Source: an optimization exercise on an open RTL-to-GDS flow (aim: a short achievable clock period and few clock cycles). Production flows keep margins and buffers that such runs may drop. Function was checked by simulation only, so behaviour that the tests miss may differ from the original. No activity file was given, so power comes from the tool's default toggle rates.

==> flow/run.sh <==
#!/bin/bash
# synth_recipe.tcl (not shown) runs the flow's synth.tcl, then flattens the netlist and writes it again
# the make line also repeats each setting of config.mk as NAME=value (left out here)
make -C /OpenROAD-flow-scripts/flow DESIGN_CONFIG=/design/flow/config.mk WORK_HOME=/design/flow/orfs CLKGATE_MAP_FILE= SYNTH_SCRIPT=/design/flow/synth_recipe.tcl finish
==> flow/constraint.sdc <==
create_clock -name core_clock -period 4.0 [get_ports {clk}]
set_input_delay 0.8000 -clock core_clock [delete_from_list [all_inputs] [get_ports {clk}]]
set_output_delay 0.8000 -clock core_clock [all_outputs]
set_load 0.01 [all_outputs]
==> flow/config.mk <==
export PLATFORM = sky130hd
export DESIGN_NAME = day4_top
export DESIGN_NICKNAME = day4_top
export VERILOG_FILES = /design/flow/design.v
export SDC_FILE = /design/flow/constraint.sdc
export NUM_CORES = 4
export LEC_CHECK = 0
export CAP_MARGIN = 20
export CORE_MARGIN = 2
export CORE_UTILIZATION = 40
export SLEW_MARGIN = 20
==> flow/design.v <==
`timescale 1ns / 1ps
module day4_top( clk, rst, rom_addr, rom_data, sum_overlap, sum_contain, done );
    input clk;
    input rst;
    output [13:0] rom_addr;
    input [7:0] rom_data;
    output [15:0] sum_contain;
    output [15:0] sum_overlap;
    output done;
    localparam S_NEW = 0,    
               S_RA  = 1,    
               S_RD1 = 2,    
               S_RB2 = 3,    
               S_RC2 = 4,    
               S_RC  = 5,    
               S_RB3 = 6,    
               S_RD3 = 7,    
               S_RD4 = 8,    
               S_RB4 = 9,    
               S_IDL = 10;   
    localparam NS = 11;
    reg [13:0] addr;
    reg [7:0]  data_q;
    reg [NS-1:0] f_st, b_st;
    reg [11:0]   f_line, b_line;
    reg [6:0]    f_a, f_b, f_c, f_d;
    reg [6:0]    b_a, b_b, b_c, b_d;
    reg [11:0] next_line;
    reg        term;
    reg        r_v;
    reg [6:0]  r_a, r_b, r_c, r_d;
    reg        inc_c, inc_o;
    reg [15:0] cnt_c, cnt_o;
    reg [2:0]  fc, fo;         
    reg        all_idle_q;
    reg        int_done;
    assign rom_addr = addr;
    assign sum_contain = cnt_c;
    assign sum_overlap = cnt_o;
    assign done = int_done;
    wire [6:0] v = data_q[6:0];
    wire zero = (data_q == 8'd0);
    wire lt_a = v < f_a;
    wire lt_c = v < f_c;
    wire kill     = f_st[S_RA] & (zero | term);
    wire fin_dis  = (f_st[S_RD1] & lt_a) | (f_st[S_RB3] & lt_c) | (f_st[S_RD4] & lt_a);
    wire fin_full = f_st[S_RC2] | f_st[S_RD3] | f_st[S_RB4];
    wire free     = fin_dis | fin_full | f_st[S_NEW];
    wire new_line = free & ~term;
    wire to_idle  = kill | (free & term) | f_st[S_IDL];
    reg [NS-1:0] n_st;
    always @(*) begin
        n_st = {NS{1'b0}};
        if (new_line)
            n_st[S_RA] = 1'b1;
        else if (to_idle)
            n_st[S_IDL] = 1'b1;
        else begin
            n_st[S_RD1] = f_st[S_RA] & v[6];
            n_st[S_RC]  = f_st[S_RA] & ~v[6];
            n_st[S_RB2] = f_st[S_RD1];
            n_st[S_RC2] = f_st[S_RB2];
            n_st[S_RB3] = f_st[S_RC] & ~lt_a;
            n_st[S_RD4] = f_st[S_RC] & lt_a;
            n_st[S_RD3] = f_st[S_RB3];
            n_st[S_RB4] = f_st[S_RD4];
        end
    end
    wire [1:0] n_off = (n_st[S_RD1] | n_st[S_RD3] | n_st[S_RD4]) ? 2'd3 :
                       (n_st[S_RC2] | n_st[S_RC]) ? 2'd2 :
                       (n_st[S_RB2] | n_st[S_RB3] | n_st[S_RB4]) ? 2'd1 : 2'd0;
    wire [6:0] n_a = f_st[S_RA] ? v : f_a;
    wire [6:0] n_b = (f_st[S_RB2] | f_st[S_RB3] | f_st[S_RB4]) ? v : f_b;
    wire [6:0] n_c = (f_st[S_RC2] | f_st[S_RC]) ? v : f_c;
    wire [6:0] n_d = (f_st[S_RD1] | f_st[S_RD3] | f_st[S_RD4]) ? v : f_d;
    wire [11:0] n_line = new_line ? next_line : f_line;
    wire f_idle = f_st[S_IDL];
    wire b_idle = b_st[S_IDL];
    always @(posedge clk) begin
        data_q <= rom_data;
        if (rst) begin
            addr <= 14'd0;
            f_st <= {{(NS-1){1'b0}}, 1'b1} << S_NEW;
            b_st <= {{(NS-1){1'b0}}, 1'b1} << S_RA;
            f_line <= 12'd0;
            b_line <= 12'd0;
            next_line <= 12'd1;
            term <= 1'b0;
            r_v <= 1'b0;
            inc_c <= 1'b0;
            inc_o <= 1'b0;
            cnt_c <= 16'd0;
            cnt_o <= 16'd0;
            fc <= 3'd0;
            fo <= 3'd0;
            all_idle_q <= 1'b0;
            int_done <= 1'b0;
        end else begin
            addr <= {n_line, n_off};
            f_st <= b_st;
            f_line <= b_line;
            b_st <= n_st;
            b_line <= n_line;
            if (new_line)
                next_line <= next_line + 12'd1;
            if (f_st[S_RA] & zero)
                term <= 1'b1;
            r_v <= fin_full;
            inc_c <= r_v & (((r_a <= r_c) & (r_d <= r_b)) | ((r_c <= r_a) & (r_b <= r_d)));
            inc_o <= r_v & (r_a <= r_d) & (r_c <= r_b);
            if (inc_c) begin
                cnt_c[3:0] <= cnt_c[3:0] + 4'd1;
                if (fc[0]) cnt_c[7:4] <= cnt_c[7:4] + 4'd1;
                if (fc[0] & fc[1]) cnt_c[11:8] <= cnt_c[11:8] + 4'd1;
                if (fc[0] & fc[1] & fc[2]) cnt_c[15:12] <= cnt_c[15:12] + 4'd1;
                fc[0] <= (cnt_c[3:0] == 4'd14);
                if (fc[0]) fc[1] <= (cnt_c[7:4] == 4'd14);
                if (fc[0] & fc[1]) fc[2] <= (cnt_c[11:8] == 4'd14);
            end
            if (inc_o) begin
                cnt_o[3:0] <= cnt_o[3:0] + 4'd1;
                if (fo[0]) cnt_o[7:4] <= cnt_o[7:4] + 4'd1;
                if (fo[0] & fo[1]) cnt_o[11:8] <= cnt_o[11:8] + 4'd1;
                if (fo[0] & fo[1] & fo[2]) cnt_o[15:12] <= cnt_o[15:12] + 4'd1;
                fo[0] <= (cnt_o[3:0] == 4'd14);
                if (fo[0]) fo[1] <= (cnt_o[7:4] == 4'd14);
                if (fo[0] & fo[1]) fo[2] <= (cnt_o[11:8] == 4'd14);
            end
            all_idle_q <= term & f_idle & b_idle;
            if (all_idle_q)
                int_done <= 1'b1;
        end
        f_a <= b_a; f_b <= b_b; f_c <= b_c; f_d <= b_d;
        b_a <= n_a; b_b <= n_b; b_c <= n_c; b_d <= n_d;
        r_a <= n_a; r_b <= n_b; r_c <= n_c; r_d <= n_d;
    end
endmodule
==> results.sh, run 1 <==
export IMPL_outcome="timing/DRC/antenna clean"
export IMPL_grt_pass1_wl_um=20900
export IMPL_hpwl_um=8950
export IMPL_skew_ns=0.00651
export IMPL_cp_required_ns=4.37
export IMPL_r2r_worst_path_cells=7
export IMPL_cp_slowest_cell="a2111oi_2"
export IMPL_worstPathCellList="ha_1 > and4_1 > o21ai_0 > o2111ai_1 > o211ai_2 > a2111oi_2 > and3_2"
export IMPL_setup_tns_ns=0
export IMPL_period_share_pct=64.3
export IMPL_syn_nets=702
export IMPL_synth_distinct_cells=50
export IMPL_core_region_area_um2=15800
export IMPL_criticalPathCategory="reg -> reg"
export IMPL_synthFlopType="dfxtp_1"
export IMPL_final_cells=920
export IMPL_fp_dieH_um=131
export IMPL_power_switching_mw=0.864
export IMPL_fin_ws_ns=1.43
export IMPL_seq_power_share_pct=49.5
export IMPL_rrSetupSlack_ns=1.43
export IMPL_insertion_delay_ns=0.42
export IMPL_power_leakage_nw=3.00
export IMPL_dp_cells=889
export IMPL_place_worst_setup_slack_ns=1.45
export IMPL_final_net_count=757
export IMPL_synth_top_cell_area_share_pct=51.9
export IMPL_max_stage_delay_ns=0.63
export IMPL_wirelength_um=12500
export IMPL_swShare_pct=23.6
export IMPL_synthTopCellsByArea="dfxtp_1, ha_1, mux2_2"
export IMPL_setup_violations_final=0
export IMPL_overflow=0
export IMPL_cts_buffers=17
export IMPL_r2r_start="data_q[5]"
export IMPL_remaining_drc_errors=0
export IMPL_rsz0062_at_grt="false"
export IMPL_io_pins=57
export IMPL_clockRootBuffer="clkbuf_16"
export IMPL_grt_max_degree=48
export IMPL_yosysSeqAreaShare_pct=51.9
export IMPL_crit_buf_inv=0
export IMPL_portBuffers=56
export IMPL_cts_clk_slew_worst_paths_ns=0.06
export IMPL_synth_commonest_cells="dfxtp_1, ha_1, inv_1, a21oi_1, nor2_1"
export IMPL_yosysMostFrequentCell="dfxtp_1"
export IMPL_hold_viol=0
export IMPL_clock_power_share_pct=41.2
export IMPL_vias=4488
export IMPL_ys_ff_latch=167
export IMPL_path_max_fanout=16
export IMPL_yosys_warnings=1
export IMPL_drt_pass1_iterations=4
export IMPL_syn_inst=637
export IMPL_worst_path_stages=7
export IMPL_rows=46
export IMPL_areaGrowthSynthToFinish_pct=20.1
export IMPL_final_util_pct=48.9
export IMPL_cpLargestDelayFamily="compound AO/OA/AOI/OAI gates"
export IMPL_cts_setup_buffers=0
export IMPL_relSlewSlack_pct=38.8
export IMPL_die_area_um2=17100
export IMPL_synth_edf_count=0
export IMPL_power_density_nw_per_um2=473
export IMPL_syn_area_um2=6450
export IMPL_slew_violations=0
export IMPL_peakVddDrop_v=0.000299
export IMPL_grt_pass1_vias=4325
export IMPL_antenna_cells=0
export IMPL_grt_total_usage_pct=15.9
export IMPL_viasPerCell=4.88
export IMPL_p_comb_share_pct=9.3
export IMPL_htreeDepth=4
export IMPL_antenna_found_initial=0
export IMPL_drtIter0Drc=171
export IMPL_synth_area_leader_cell="dfxtp_1"
export IMPL_min_period_ns=2.57
export IMPL_cts_max_path_buffers=2
export IMPL_cts_hold_buffers=0
export IMPL_post_cts_resized=0
export IMPL_crit_path_start_kind="flip-flop"
export IMPL_worst_pin_slew_ns=0.914
export IMPL_r2r_end="b_st[6]"
export IMPL_crit_arrival_ns=2.94
export IMPL_synth_area_per_cell_um2=10.1
export IMPL_cts_sinks=167
export IMPL_maxCapViolations=0
export IMPL_gp_congestion=0.802
export IMPL_cp_end_kind="flip-flop"
export IMPL_hold_class="reg -> reg"
export IMPL_intPower_mw=2.80
export IMPL_die_w_um=131
export IMPL_start_util_pct=40.7
export IMPL_final_layout_size_suffix_gt1_share_pct=8.95
export IMPL_ant_nets=0
export IMPL_wire_per_inst_um=13.6
export IMPL_fmax_ghz=0.389
export IMPL_cp_startpoint="data_q[5]"
export IMPL_cts_tree="done"
export IMPL_ys_async_sr_fraction_pct=0
export IMPL_worstSetupEndpoint="b_st[6]"
==> power by group through the flow <==
| stage | combinational (mW) | sequential (mW) | clock [mW] |
|---|---|---|---|
| floorplan | 0.264 | 1.83 | 0 |
| global placement | 0.329 | 1.85 | 0 |
| detailed placement | 0.339 | 1.85 | 0 |
| CTS | 0.343 | 1.82 | 1.54 |
| global route | 0.394 | 1.83 | 1.62 |
| finish | 0.339 | 1.82 | 1.51 |
==> cell usage in the layout, fill, tap and decap left out, types with 6 or more instances in the layout <==
master,n
o21ai_0,20
nand2_1,41
dfxtp_1,167
nand4_1,17
and2_1,9
nand2b_1,7
inv_1,47
nor2b_1,26
xor2_1,17
xnor2_1,7
clkdlybuf4s50_1,55
clkbuf_16,17
nor2_1,42
o31ai_1,6
ha_1,55
a21oi_1,42
a211oi_1,9
nand3_1,25
mux2_2,22
==> logic make-up after synthesis <==
family / Yosys count / share of synthesized area, %
AND/OR/NAND/NOR: 196 / 15.7
adder cells (fa/ha/maj): 55 / 10.7
AO/OA/AOI/OAI: 104 / 10.5
flip-flops: 167 / 51.9
XOR/XNOR: 24 / 3.26
buffers and inverters: 69 / 4.15
multiplexers: 22 / 3.84
==> worst min-delay path by stage <==
stage	depth (start not counted)	to	from	slack [ns]
floorplan	0	f_c[0]	r_c[0]	0.33
global placement	0	f_c[0]	r_c[0]	0.34
detailed placement	0	f_d[3]	r_d[3]	0.34
CTS	0	f_d[2]	r_d[2]	0.35
global route	0	f_c[0]	r_c[0]	0.36
finish	0	f_d[1]	r_d[1]	0.35
==> registers in the layout, summed over array words and instances, names as in the netlist, 3 cells and up <==
| register | count |
|---|---|
| r_b | 7 |
| cnt_o | 16 |
| f_st | 11 |
| next_line | 12 |
| f_a | 7 |
| f_b | 7 |
| f_line | 12 |
| addr | 14 |
| data_q | 8 |
| fc | 3 |
| b_st | 10 |
| r_a | 7 |
| f_d | 7 |
| cnt_c | 16 |
| r_d | 7 |
| f_c | 7 |
| fo | 3 |
| r_c | 7 |
==> per-layer routing <==
layer | part of all wire (%) | routed length (um) | vias up | global-route usage (%)
li1 | - | - | 2302 | -
met1 | 49 | 6190 | 2073 | 21.2
met2 | 45 | 5580 | 88 | 24.0
met3 | 3.8 | 470 | 25 | 4.40
met4 | 2.2 | 273 | 0 | 6.82
met5 | 0 | 0 | - | 0
==> metrics by stage <==
stage / cell area, um2 / total power, mW / hold WS, ns
finish: 7740 / 3.67 / 0.353
global placement: 7200 / 2.18 / 0.342
detailed placement: 7200 / 2.19 / 0.337
global route: 7740 / 3.85 / 0.363
CTS: 7740 / 3.70 / 0.355
floorplan: 6450 / 2.09 / 0.331
==> layout make-up <==
class                           instances  area [um2]
Clock buffer                           24         472
Clock inverter                          7        72.6
Fill cell                            1445        8080
Inverter                               47         176
Multi-Input combinational cell        401        2840
Sequential cell                       167        3340
Tap cell                              216         270
Timing Repair Buffer                   58         571
==> worst register-to-register path, delay by kind of cell (launching register included) <==
| family | cells | cell delay (ns) |
|---|---|---|
| and+or+nand+nor | 2 | 0.46 |
| DFF | 1 | 0.38 |
| adders and majority gates | 1 | 0.33 |
| AOI/OAI and AO/OA | 4 | 1.37 |
Testbench counts, summed over its fixed seeds: cycles 23,939.
==> run 2, diff against run 1 <==
--- a/flow/config.mk
+++ b/flow/config.mk
@@ -6,6 +6,9 @@
 export NUM_CORES = 4
 export LEC_CHECK = 0
+export ABC_CLOCK_PERIOD_IN_PS = 1500
 export CAP_MARGIN = 20
 export CORE_MARGIN = 2
 export CORE_UTILIZATION = 40
+export SETUP_SLACK_MARGIN = 2.5
 export SLEW_MARGIN = 20
+export TNS_END_PERCENT = 100
==> results.sh, run 2 <==
export IMPL_portBuffers=56
export IMPL_drt_pass1_iterations=6
export IMPL_min_period_ns=2.27
export IMPL_fillers=1342
export IMPL_power_leakage_nw=3.61
export IMPL_crit_path_start_kind="flip-flop"
export IMPL_yosysMostFrequentCell="dfxtp_1"
export IMPL_grt_max_degree=54
export IMPL_rows=46
export IMPL_cp_end_kind="flip-flop"
export IMPL_power_mw=3.96
export IMPL_final_net_count=820
export IMPL_syn_area_um2=6450
export IMPL_setup_tns_ns=0
export IMPL_clockRootBuffer="clkbuf_16"
export IMPL_cts_tree="done"
export IMPL_maxCapViolations=0
export IMPL_overflow=0
export IMPL_syn_inst=637
export IMPL_synthFlopType="dfxtp_1"
export IMPL_fmax_ghz=0.441
export IMPL_period_share_pct=56.7
export IMPL_final_common_cell="dfxtp_1"
export IMPL_synthTopCellsByArea="dfxtp_1, ha_1, mux2_2"
export IMPL_relSlewSlack_pct=51.3
export IMPL_ant_nets=0
export IMPL_grt_total_usage_pct=18.2
export IMPL_synth_area_leader_cell="dfxtp_1"
export IMPL_power_density_nw_per_um2=443
export IMPL_hold_viol=0
export IMPL_yosys_warnings=1
export IMPL_die_area_um2=17100
export IMPL_cp_required_ns=4.35
export IMPL_wirelength_um=15200
export IMPL_ys_ff_latch=167
export IMPL_synth_area_per_cell_um2=10.1
export IMPL_core_region_area_um2=15800
export IMPL_skew_ns=0.00615
export IMPL_insertion_delay_ns=0.42
export IMPL_cts_max_path_buffers=2
export IMPL_rsz0062_at_grt="true"
export IMPL_layout_common_cells="dfxtp_1, buf_4, dfxtp_2, buf_6, ha_1"
export IMPL_htreeDepth=4
export IMPL_criticalPathCategory="reg -> reg"
export IMPL_io_pins=57
export IMPL_remaining_drc_errors=0
export IMPL_cts_hold_buffers=0
export IMPL_grt_pass1_wl_um=24200
export IMPL_vias=4975
export IMPL_yosysSeqAreaShare_pct=51.9
export IMPL_start_util_pct=40.7
export IMPL_fp_dieH_um=131
export IMPL_antenna_found_initial=0
export IMPL_drtIter0Drc=403
export IMPL_hold_class="reg -> reg"
export IMPL_grt_pass1_vias=4962
export IMPL_path_max_fanout=6
export IMPL_crit_arrival_ns=2.62
export IMPL_viasPerCell=5.07
export IMPL_areaGrowthSynthToFinish_pct=38.6
export IMPL_worst_pin_slew_ns=0.724
export IMPL_peakVddDrop_v=0.000328
export IMPL_hpwl_um=8980
export IMPL_cts_buffers=17
export IMPL_synth_distinct_cells=50
export IMPL_synth_edf_count=0
export IMPL_place_worst_setup_slack_ns=1.49
export IMPL_setup_violations_final=0
export IMPL_wire_per_inst_um=15.5
export IMPL_synth_top_cell_area_share_pct=51.9
export IMPL_die_w_um=131
export IMPL_ys_async_sr_fraction_pct=0
export IMPL_synth_commonest_cells="dfxtp_1, ha_1, inv_1, a21oi_1, nor2_1"
export IMPL_slew_violations=0
export IMPL_final_layout_size_suffix_gt1_share_pct=38.3
export IMPL_outcome="timing/DRC/antenna clean"
export IMPL_gp_congestion=0.772
export IMPL_cts_sinks=167
export IMPL_largest_registers="cnt_c (16), cnt_o (16), addr (14)"
export IMPL_cts_clk_slew_worst_paths_ns=0.06
export IMPL_antenna_cells=0
export IMPL_syn_nets=702
export IMPL_fin_ws_ns=1.73
## run 2: power by group
group          leakage (nW)  internal, mW  switching, mW  total, mW
clock                 0.299          1.01          0.635       1.65
combinational          1.91         0.240          0.251      0.490
sequential             1.40          1.75         0.0687       1.82
total                  3.61          3.00          0.955       3.96
## run 2: logic make-up (layout without fill, tap and decap cells)
logic type / count (synthesis) / count (layout) / share of synthesized area, %
xor+xnor: 24 / 24 / 3.26
compound gates: 104 / 110 / 10.5
flops: 167 / 167 / 51.9
buf+inv: 69 / 191 / 4.15
fa+ha+maj: 55 / 55 / 10.7
mux: 22 / 22 / 3.84
simple gates: 196 / 196 / 15.7
## run 2: metal layers
layer	vias up	GRT usage [%]	part of all wire, %
met5	-	0	0
met4	0	8.01	2.0
met3	24	3.75	3.5
met2	116	30.5	49
met1	2379	22.7	45
li1	2456	-	-
## run 2: layout make-up
type	instances	area, um2	area share [%]
clock buffers	22	505	5.66
clock inverters	7	92.6	1.04
inverters	47	183	2.04
multi-input cells	407	3340	37.4
flip-flops and latches	167	3460	38.7
well taps	216	270	3.02
repair buffers	115	1080	12.1
## run 2: path summary, 6_finish.rpt
path | from | endpoint | slack, ns | cells after the start
max | f_a[4] | next_line[9] | 1.73 | 8
min | r_d[3] | f_d[3] | 0.35 | 0
max reg2reg | f_a[4] | next_line[9] | 1.73 | 8
min reg2reg | r_d[3] | f_d[3] | 0.35 | 0
## run 2: timing repair
action / 4_1_cts / 5_1_grt
pin swaps: 28 / 27
cloned: 7 / 0
buffers inserted: 48 / 8
endpoints found under the setup margin: 133 / 94
resized for setup: 355 / 35
## run 2: through the flow
| step | std cells | hold slack [ns] | util, % | cell area, um2 |
|---|---|---|---|---|
| after floorplan | 637 | 0.331 | - | 6510 |
| after global placement | 889 | 0.339 | 45.8 | 7250 |
| after detailed placement | 889 | 0.337 | 45.8 | 7250 |
| after CTS | 973 | 0.351 | 55.2 | 8740 |
| after global routing | 981 | 0.360 | 56.5 | 8940 |
| final | 981 | 0.349 | 56.5 | 8940 |
## run 2: worst max-delay path, stage by stage, from the launching register on
cell,delay (ns)
dfxtp_2,0.33
inv_2,0.05
ha_4,0.23
a211o_1,0.27
a21oi_2,0.21
o21ai_4,0.14
o311a_4,0.37
or4_4,0.43
a21oi_2,0.17
==> run 3, diff against run 2 <==
--- a/flow/config.mk
+++ b/flow/config.mk
@@ -9,6 +9,7 @@
 export CAP_MARGIN = 20
 export CORE_MARGIN = 2
-export CORE_UTILIZATION = 40
-export SETUP_SLACK_MARGIN = 2.5
+export CORE_UTILIZATION = 60
+export PLACE_DENSITY = 0.7
+export SETUP_SLACK_MARGIN = 2.2
 export SLEW_MARGIN = 20
 export TNS_END_PERCENT = 100
==> results.sh, run 3 <==
export IMPL_wirelength_um=15400
export IMPL_rows=37
export IMPL_p_comb_share_pct=12.5
export IMPL_power_density_nw_per_um2=442
export IMPL_placed_area_um2=7140
export IMPL_swShare_pct=25.2
export IMPL_fin_area_um2=8610
export IMPL_power_leakage_nw=3.52
export IMPL_maxCapViolations=0
export IMPL_relSlewSlack_pct=47.3
export IMPL_portBuffers=56
export IMPL_period_share_pct=56.1
export IMPL_max_stage_delay_ns=0.36
export IMPL_largest_registers="cnt_c (16), cnt_o (16), addr (14)"
export IMPL_grt_max_degree=50
export IMPL_setup_tns_ns=0
export IMPL_ys_async_sr_fraction_pct=0
export IMPL_grt_pass1_wl_um=23800
export IMPL_clockRootBuffer="clkbuf_8"
export IMPL_hpwl_um=8940
export IMPL_fillers=564
export IMPL_slew_violations=0
export IMPL_areaGrowthSynthToFinish_pct=33.6
export IMPL_final_common_cell="dfxtp_1"
export IMPL_syn_area_um2=6450
export IMPL_cp_slowest_cell="or3_4"
export IMPL_syn_inst=637
export IMPL_peakVddDrop_v=0.000448
export IMPL_io_pins=57
export IMPL_synth_top_cell_area_share_pct=51.9
export IMPL_viasPerCell=5.55
export IMPL_whs_ns=0.349
export IMPL_ys_ff_latch=167
export IMPL_insertion_delay_ns=0.53
export IMPL_remaining_drc_errors=0
export IMPL_rrSetupSlack_ns=1.76
export IMPL_synth_area_leader_cell="dfxtp_1"
export IMPL_cts_hold_buffers=0
export IMPL_grt_pass1_vias=4908
export IMPL_intPower_mw=2.85
export IMPL_synth_distinct_cells=50
export IMPL_wire_per_inst_um=17.2
export IMPL_synthFlopType="dfxtp_1"
export IMPL_path_max_fanout=5
export IMPL_hold_viol=0
export IMPL_synth_commonest_cells="dfxtp_1, ha_1, inv_1, a21oi_1, nor2_1"
export IMPL_overflow=0
export IMPL_layout_common_cells="dfxtp_1, dfxtp_2, buf_4, ha_1, buf_6"
export IMPL_rsz0062_at_grt="true"
export IMPL_power_switching_mw=0.961
export IMPL_dp_cells=810
export IMPL_cp_end_kind="flip-flop"
export IMPL_outcome="timing/DRC/antenna clean"
export IMPL_yosysSeqAreaShare_pct=51.9
export IMPL_crit_path_start_kind="flip-flop"
export IMPL_clock_power_share_pct=39.8
export IMPL_die_w_um=108
export IMPL_worstPathCellList="inv_1 > ha_1 > a211o_1 > a21oi_4 > o21ai_4 > buf_6 > o311a_4 > or3_4 > a21oi_1"
export IMPL_antenna_found_initial=0
export IMPL_final_cells=898
export IMPL_drtIter0Drc=299
export IMPL_cts_sinks=167
export IMPL_cts_buffers=17
export IMPL_crit_arrival_ns=2.70
export IMPL_fp_dieH_um=108
export IMPL_hold_class="reg -> reg"
export IMPL_worst_pin_slew_ns=0.783
export IMPL_vias=4988
export IMPL_die_area_um2=11600
export IMPL_synth_area_per_cell_um2=10.1
export IMPL_start_util_pct=62.2
export IMPL_cp_required_ns=4.46
export IMPL_core_region_area_um2=10400
export IMPL_skew_ns=0.00738
export IMPL_cts_tree="done"
export IMPL_synth_edf_count=0
export IMPL_ant_nets=0
export IMPL_yosysMostFrequentCell="dfxtp_1"
export IMPL_antenna_cells=0
export IMPL_criticalPathCategory="reg -> reg"
export IMPL_final_net_count=814
export IMPL_drt_pass1_iterations=5
export IMPL_cts_max_path_buffers=2
export IMPL_min_period_ns=2.24
export IMPL_htreeDepth=4
export IMPL_grt_total_usage_pct=26.6
export IMPL_gp_congestion=0.822
export IMPL_synthTopCellsByArea="dfxtp_1, ha_1, mux2_2"
export IMPL_cts_clk_slew_worst_paths_ns=0.06
export IMPL_final_util_pct=83.1
export IMPL_setup_violations_final=0
export IMPL_seq_power_share_pct=47.7
export IMPL_yosys_warnings=1
export IMPL_fmax_ghz=0.446
export IMPL_syn_nets=702
export IMPL_final_layout_size_suffix_gt1_share_pct=34.8
## run 3: cell counts after synthesis
Identical to the previous run, type by type.
## run 3: through the flow
stage	total power, mW	worst slack (ns)
6_report	3.81	1.76
5_1_grt	3.96	1.68
4_1_cts	3.75	1.81
3_5_place_dp	2.20	1.60
3_3_place_gp	2.19	1.62
2_1_floorplan	2.09	1.89
## run 3: routing by layer
metal  GRT usage (%)  vias to the layer above  share of wire (%)
li1                -                     2424                  -
met4            10.6                        0                1.2
met3            5.33                       22                4.2
met2            44.5                      148                 50
met1            33.7                     2394                 45
met5               0                        -                  0
## run 3: power groups by stage
stage / combinational, mW / clock (mW) / sequential, mW
floorplan: 0.267 / 0 / 1.83
global placement: 0.339 / 0 / 1.85
global route: 0.523 / 1.61 / 1.83
CTS: 0.405 / 1.53 / 1.81
finish: 0.477 / 1.52 / 1.82
detailed placement: 0.352 / 0 / 1.85
## run 3: final timing paths
check        startpoint           end  depth (start not counted)
min reg2reg      r_c[0]        f_c[0]                          0
max reg2reg      f_a[3]  next_line[3]                          9
min              r_c[0]        f_c[0]                          0
max              f_a[3]  next_line[3]                          9
## run 3: timing repair
| action | in CTS | in global routing |
|---|---|---|
| pin swaps | 13 | 13 |
| cloned | 3 | 1 |
| buffers inserted | 43 | 9 |
| resized for setup | 282 | 72 |
| setup endpoints to repair | 85 | 87 |
## run 3: layout make-up
cell class	instances	area [um2]	area share, %
clock inverter	11	98.8	1.15
inverter	47	180	2.09
sequential	167	3450	40.0
tap	136	170	1.98
timing repair buffer	111	1060	12.3
multi-input combinational	405	3200	37.1
clock buffer	21	459	5.33
## run 3: kinds of logic after synthesis
group                    after synthesis  synth area share, %
AO/OA/AOI/OAI                        104                 10.5
XOR/XNOR                              24                 3.26
adder cells (fa/ha/maj)               55                 10.7
buffers and inverters                 69                 4.15
flip-flops                           167                 51.9
multiplexers                          22                 3.84
AND/OR/NAND/NOR                      196                 15.7
## run 3: critical path, delay by kind of cell, from the launching register on
kind                       cells  cell delay, ns
adders and majority gates      1            0.18
DFF                            1            0.34
buffers and inverters          2            0.21
and+or+nand+nor                1            0.36
AOI/OAI and AO/OA              5            1.07

[port drivers added, routing unchanged]
The flow's constraints put no driver on any port. The routed layouts listed below were extracted and timed again, unchanged, in two steps.
Step 1: set_driving_cell puts a clkbuf_16 on clk and a buf_2 on each other input, an assumption about the parent block.
Step 2, shift: input delay + t, output delay - t, t = (earliest + latest rising clock arrival at the registers) / 2. This alone moves slack from input paths to output paths.
Three values: ideal, step 1, step 2; two values: the first two.
run	shift t [ns]	slack for setup (ns)	hold slack, ns	latest minus earliest clock arrival (ns)	worst register clock-pin slew, ns
run 1	0.461	1.427 / 1.427 / 1.427	0.353 / 0.353 / 0.353	0.008 / 0.008	0.06 / 0.06
run 2	0.468	1.734 / 1.734 / 1.734	0.349 / 0.349 / 0.349	0.007 / 0.006	0.06 / 0.06
run 3	0.568	1.756 / 1.756 / 1.756	0.349 / 0.349 / 0.349	0.008 / 0.008	0.07 / 0.07
After both steps setup and hold are still met in every run listed.
